From an optimization exercise on the open Yosys and OpenROAD flow, aimed at small area, a short achievable clock period and few clock cycles; shortcuts taken in it are not production practice.
Power figures rest on the tool's default switching activity, not on a simulated workload.

## south
Design top, start of the top module:
module top(clk,
           rst,
           done,
           in_mem_data,
           out_mem_data,
           mux_data,
           en_in_mem,
           in_mem_addr,
           en_out_mem,
           out_mem_addr,
           out_mem_read,
           out_mem_write
           );
Size: ~1400 cells after synthesis, roughly 270 flip-flops, ~110 I/O pins, roughly 13000 µm² of cells after synthesis.
==> module grayscale, before the edit <==
module grayscale(
  input  [23:0] d,
  output [7:0]  q
  );
wire [11:0] r = {4'b0000, d[7:0]};
wire [11:0] g = {4'b0000, d[15:8]};
wire [11:0] b = {4'b0000, d[23:16]};
wire [11:0] total = (r << 2) + r + (g << 3) + g + (b << 1);
assign q = total[11:4];
endmodule
==> module controller, before the edit <==
module controller #(
  parameter W  = 800,
  parameter H  = 600,
  parameter K  = 4,
  parameter AW = 19
  ) (
  input               clk,
  input               rst,
  output reg [CW-1:0] c,
  output reg [XW-1:0] xo,
  output reg [AW-1:0] oa,
  output reg [AW-1:0] ia,
  output reg          rd,
  output reg          wr,
  output reg          en_o,
  output reg          done,
  output reg          idle,      
  output reg          lane_k,    
  output reg          x_last,    
  output reg          x_nlast    
  );
function integer lg2;
  input integer n;
  integer i;
  begin
    lg2 = 0;
    for (i = n - 1; i > 0; i = i >> 1)
      lg2 = lg2 + 1;
  end
endfunction
localparam integer NB  = H / K;
localparam integer CW  = lg2(K + 2);
localparam integer XW  = lg2(W);
localparam integer BW  = lg2(NB + 2);
localparam integer WK1 = W * (K + 1);
localparam [AW-1:0] D_RD   = W * K + K + 2;
localparam [AW-1:0] D_RDW  = W * K + K + 2 - WK1;
localparam [AW-1:0] D_L0   = -1;
localparam [AW-1:0] D_L0W  = WK1 - 1;
localparam [AW-1:0] D_LN   = -W - 1;
localparam [AW-1:0] D_LNW  = WK1 - W - 1;
localparam [AW-1:0] I_L2   = -2 * W - 2;
localparam [AW-1:0] I_L2W  = WK1 - 2 * W - 2;
localparam [AW-1:0] I_L3   = -3 * W - 2;
localparam [AW-1:0] I_L3W  = WK1 - 3 * W - 2;
localparam [AW-1:0] I_L0   = W * (K - 1) + K + 1;
localparam [AW-1:0] I_L0W  = W * (K - 1) + K + 1 - WK1;
localparam [AW-1:0] OA0    = W * (H - 1) + W - 3 - K;
localparam [XW-1:0] XO0    = W - 3 - K;
reg [BW-1:0] bo;
reg [CW-1:0] c_n;
reg [XW-1:0] xo_n;
reg [BW-1:0] bo_n;
reg [AW-1:0] doa, dia;
reg [XW:0]   xs;
reg          rd_n, wr_n, done_n;
always @(*) begin
  c_n = (c == K + 1) ? {CW{1'b0}} : c + 1'b1;
  xs  = {1'b0, xo} + (K + 2);
  bo_n = bo;
  if (c == 0) begin
    if (xs >= W) begin
      xo_n = xs - W;
      doa  = D_RDW;
      bo_n = bo + 1'b1;
    end else begin
      xo_n = xs[XW-1:0];
      doa  = D_RD;
    end
  end else begin
    if (xo == 0) begin
      xo_n = W - 1;
      doa  = (c == 1) ? D_L0W : D_LNW;
      bo_n = bo - 1'b1;
    end else begin
      xo_n = xo - 1'b1;
      doa  = (c == 1) ? D_L0 : D_LN;
    end
  end
  if (c_n == 1)
    dia = (xo_n < 2) ? I_L2W : I_L2;
  else if (c_n == 0 || c_n == K + 1)
    dia = ({1'b0, xo_n} + (K + 1) >= W) ? I_L0W : I_L0;
  else
    dia = (xo_n < 2) ? I_L3W : I_L3;
  done_n = done || (c == K + 1 && bo == NB && xo == W - 1);
  rd_n = 1'b0;
  wr_n = 1'b0;
  if (c_n == 1)
    rd_n = (bo_n >= 2 && bo_n <= NB);
  else if (c_n == 0)
    wr_n = (bo_n >= 1 && bo_n <= NB - 1);
  else
    wr_n = (bo_n >= 1 && bo_n <= NB);
  rd_n = rd_n && !done_n;
  wr_n = wr_n && !done_n;
end
always @(posedge clk)
  ia <= oa + doa + dia;
always @(posedge clk or posedge rst) begin
  if (rst) begin
    c    <= 0;
    xo   <= XO0;
    bo   <= 0;
    oa   <= OA0;
    rd   <= 1'b0;
    wr   <= 1'b0;
    en_o <= 1'b0;
    done <= 1'b0;
    idle <= 1'b1;
    lane_k <= 1'b0;
    x_last <= 1'b0;
    x_nlast <= 1'b0;
  end else begin
    c    <= c_n;
    xo   <= xo_n;
    bo   <= bo_n;
    oa   <= oa + doa;
    rd   <= rd_n;
    wr   <= wr_n;
    en_o <= rd_n || wr_n;
    done <= done_n;
    idle <= (c_n == 0);
    lane_k <= (c_n == K + 1);
    x_last <= (xo_n == 0);
    x_nlast <= (xo_n == W - 1);
  end
end
endmodule
==> module sipu_core, before the edit <==
module sipu_core #(
  parameter W  = 800,
  parameter H  = 600,
  parameter K  = 4,
  parameter AW = 19
  ) (
  input           clk,
  input           rst,
  input  [23:0]   in_mem_data,
  input  [7:0]    out_mem_data,
  output reg [7:0] mux_data,
  output          en_in_mem,
  output [AW-1:0] in_mem_addr,
  output          en_out_mem,
  output [AW-1:0] out_mem_addr,
  output          out_mem_read,
  output          out_mem_write,
  output          done
  );
localparam integer RW = 20;
wire idle, lane_k, x_last, x_nlast;
controller #(.W(W), .H(H), .K(K), .AW(AW)) ctrl(
  .clk(clk), .rst(rst), .c(), .xo(), .oa(out_mem_addr), .ia(in_mem_addr),
  .rd(out_mem_read), .wr(out_mem_write), .en_o(en_out_mem), .done(done),
  .idle(idle), .lane_k(lane_k), .x_last(x_last), .x_nlast(x_nlast));
assign en_in_mem = 1'b1;
reg [RW*(K+2)-1:0] ring;
reg [23:0]         in_q;
reg [6:0]          e_q;      
reg                s_q;      
wire [RW-1:0] head = ring[RW-1:0];
wire [7:0]    a    = head[7:0];
wire [3:0]    d1   = head[11:8];
wire [7:0]    c7   = head[19:12];
wire [7:0] v;
wire       s;
wire [6:0] e;
err_dif ed(.a(a), .c7(c7), .ep(e_q), .sp(s_q), .m3(!x_last),
           .v(v), .s(s), .e(e));
wire [9:0] ep5 = {3'b000, e_q} + {1'b0, e_q, 2'b00};
wire [2:0] d1n = x_nlast ? 3'd0 : e_q[6:4];
wire [7:0] g, g1, a_calc;
grayscale gray(.d(in_q), .q(g));
sat_add u_g1(.a(g), .m({5'b00000, d1[2:0]}), .neg(d1[3]), .q(g1));
sat_add u_g5(.a(g1), .m({2'b00, ep5[9:4]}), .neg(s_q), .q(a_calc));
wire [7:0] a_n  = out_mem_read ? out_mem_data : a_calc;
wire [7:0] c7_n = (x_last || lane_k) ? 8'd0 : {s, e};
wire [3:0] d1_n = {s_q && !x_nlast, d1n};
always @(posedge clk) begin
  ring     <= {c7_n, d1_n, a_n, ring[RW*(K+2)-1:RW]};
  in_q     <= in_mem_data;
  e_q      <= idle ? 7'd0 : e;
  s_q      <= s && !idle;
  mux_data <= lane_k ? v : {8{s}};
end
endmodule
Settings: LEC_CHECK=0, ABC_AREA=1, CAP_MARGIN=20, CORE_MARGIN=2, CORE_UTILIZATION=40, SLEW_MARGIN=20; clock period 24.0 ns.
run.sh (not shown) runs the stock make flow with config.mk's settings and CLKGATE_MAP_FILE= SYNTH_SCRIPT=/design/flow/synth_recipe.tcl, a recipe that flattens the netlist after the stock synthesis.
Setup changes, south to east
--- a/flow/design.v
+++ b/flow/design.v
@@ -1,12 +1,23 @@
 module grayscale(
   input  [23:0] d,
   output [7:0]  q
   );
-wire [11:0] r = {4'b0000, d[7:0]};
-wire [11:0] g = {4'b0000, d[15:8]};
-wire [11:0] b = {4'b0000, d[23:16]};
-wire [11:0] total = (r << 2) + r + (g << 3) + g + (b << 1);
+wire [11:0] r  = {4'b0000, d[7:0]};
+wire [11:0] g  = {4'b0000, d[15:8]};
+wire [11:0] b  = {4'b0000, d[23:16]};
+wire [11:0] t0 = r;
+wire [11:0] t1 = r << 2;
+wire [11:0] t2 = g;
+wire [11:0] t3 = g << 3;
+wire [11:0] t4 = b << 1;
+wire [11:0] s1 = t0 ^ t1 ^ t2;
+wire [11:0] c1 = ((t0 & t1) | (t0 & t2) | (t1 & t2)) << 1;
+wire [11:0] s2 = s1 ^ c1 ^ t3;
+wire [11:0] c2 = ((s1 & c1) | (s1 & t3) | (c1 & t3)) << 1;
+wire [11:0] s3 = s2 ^ c2 ^ t4;
+wire [11:0] c3 = ((s2 & c2) | (s2 & t4) | (c2 & t4)) << 1;
+wire [11:0] total = s3 + c3;
 assign q = total[11:4];
 endmodule
 module sat_add(
   input  [7:0] a,
@@ -77,14 +88,14 @@
 localparam [AW-1:0] D_L0   = -1;
 localparam [AW-1:0] D_L0W  = WK1 - 1;
 localparam [AW-1:0] D_LN   = -W - 1;
 localparam [AW-1:0] D_LNW  = WK1 - W - 1;
-localparam [AW-1:0] I_L2   = -2 * W - 2;
-localparam [AW-1:0] I_L2W  = WK1 - 2 * W - 2;
-localparam [AW-1:0] I_L3   = -3 * W - 2;
-localparam [AW-1:0] I_L3W  = WK1 - 3 * W - 2;
-localparam [AW-1:0] I_L0   = W * (K - 1) + K + 1;
-localparam [AW-1:0] I_L0W  = W * (K - 1) + K + 1 - WK1;
+localparam [AW-1:0] I_L3   = -3 * W - 3;
+localparam [AW-1:0] I_L3W  = WK1 - 3 * W - 3;
+localparam [AW-1:0] I_L4   = -4 * W - 3;
+localparam [AW-1:0] I_L4W  = WK1 - 4 * W - 3;
+localparam [AW-1:0] I_L0   = W * (K - 2) + K;
+localparam [AW-1:0] I_L0W  = W * (K - 2) + K - WK1;
 localparam [AW-1:0] OA0    = W * (H - 1) + W - 3 - K;
 localparam [XW-1:0] XO0    = W - 3 - K;
 reg [BW-1:0] bo;
 reg [CW-1:0] c_n;
@@ -115,14 +126,14 @@
       xo_n = xo - 1'b1;
       doa  = (c == 1) ? D_L0 : D_LN;
     end
   end
-  if (c_n == 1)
-    dia = (xo_n < 2) ? I_L2W : I_L2;
-  else if (c_n == 0 || c_n == K + 1)
-    dia = ({1'b0, xo_n} + (K + 1) >= W) ? I_L0W : I_L0;
+  if (c_n == 0 || c_n == K || c_n == K + 1)
+    dia = ({1'b0, xo_n} + K >= W) ? I_L0W : I_L0;
+  else if (c_n == 1)
+    dia = (xo_n < 3) ? I_L3W : I_L3;
   else
-    dia = (xo_n < 2) ? I_L3W : I_L3;
+    dia = (xo_n < 3) ? I_L4W : I_L4;
   done_n = done || (c == K + 1 && bo == NB && xo == W - 1);
   rd_n = 1'b0;
   wr_n = 1'b0;
   if (c_n == 1)
@@ -193,31 +204,33 @@
   .idle(idle), .lane_k(lane_k), .x_last(x_last), .x_nlast(x_nlast));
 assign en_in_mem = 1'b1;
 reg [RW*(K+2)-1:0] ring;
 reg [23:0]         in_q;
+reg [7:0]          g1_q;     
 reg [6:0]          e_q;      
 reg                s_q;      
 wire [RW-1:0] head = ring[RW-1:0];
 wire [7:0]    a    = head[7:0];
-wire [3:0]    d1   = head[11:8];
 wire [7:0]    c7   = head[19:12];
 wire [7:0] v;
 wire       s;
 wire [6:0] e;
 err_dif ed(.a(a), .c7(c7), .ep(e_q), .sp(s_q), .m3(!x_last),
            .v(v), .s(s), .e(e));
 wire [9:0] ep5 = {3'b000, e_q} + {1'b0, e_q, 2'b00};
 wire [2:0] d1n = x_nlast ? 3'd0 : e_q[6:4];
+wire [3:0] d1_nx = ring[2*RW-9:2*RW-12];
 wire [7:0] g, g1, a_calc;
 grayscale gray(.d(in_q), .q(g));
-sat_add u_g1(.a(g), .m({5'b00000, d1[2:0]}), .neg(d1[3]), .q(g1));
-sat_add u_g5(.a(g1), .m({2'b00, ep5[9:4]}), .neg(s_q), .q(a_calc));
+sat_add u_g1(.a(g), .m({5'b00000, d1_nx[2:0]}), .neg(d1_nx[3]), .q(g1));
+sat_add u_g5(.a(g1_q), .m({2'b00, ep5[9:4]}), .neg(s_q), .q(a_calc));
 wire [7:0] a_n  = out_mem_read ? out_mem_data : a_calc;
 wire [7:0] c7_n = (x_last || lane_k) ? 8'd0 : {s, e};
 wire [3:0] d1_n = {s_q && !x_nlast, d1n};
 always @(posedge clk) begin
   ring     <= {c7_n, d1_n, a_n, ring[RW*(K+2)-1:RW]};
   in_q     <= in_mem_data;
+  g1_q     <= g1;
   e_q      <= idle ? 7'd0 : e;
   s_q      <= s && !idle;
   mux_data <= lane_k ? v : {8{s}};
 end
Notes after the runs:
On total power, east does worse than south. In the metrics for east and south, the one carrying the higher post-synthesis instance area is south. Changes observed in east relative to south: maximum frequency grew by about 2%, total core area held steady, non-clock buffer total of the final layout grew by about 2.4%. Sort east and south by sequential share of layout area asc -> top: south. A type of the worst setup path of reg2out is what east shows, while reg2reg belongs to south. Delta (east minus south): final clock period utilization by the worst path shows a reduction of 0.52 points, share of final layout cell area taken by non-clock buffers ~0 delta.
No functional check of the RTL was part of any run of this note.

==> afterwards: timing with drivers on the ports <==
In the flow no input, the clock included, has a driving cell. The finished layouts below were timed again as built, in two steps. Step 1, drivers: a clkbuf_16 drives clk and a buf_2 each remaining input, both assumed. Step 2 adds t to the input delays and takes it off the output delays; t is the mean of the earliest and latest rising clock arrival at the registers after step 1. Input paths then give back, and output paths get back, about the clock's delay inside the block. Slacks: ideal ports / drivers / drivers and shift; pairs: ideal ports / drivers.
| run | shift t [ns] | setup WS [ns] | latest minus earliest clock arrival (ns) |
|---|---|---|---|
| south | 0.586 | 17.335 / 17.335 / 17.335 | 0.011 / 0.010 |
| east | 0.591 | 17.459 / 17.409 / 18.000 | 0.013 / 0.013 |
After both steps setup and hold are still met in every run listed.
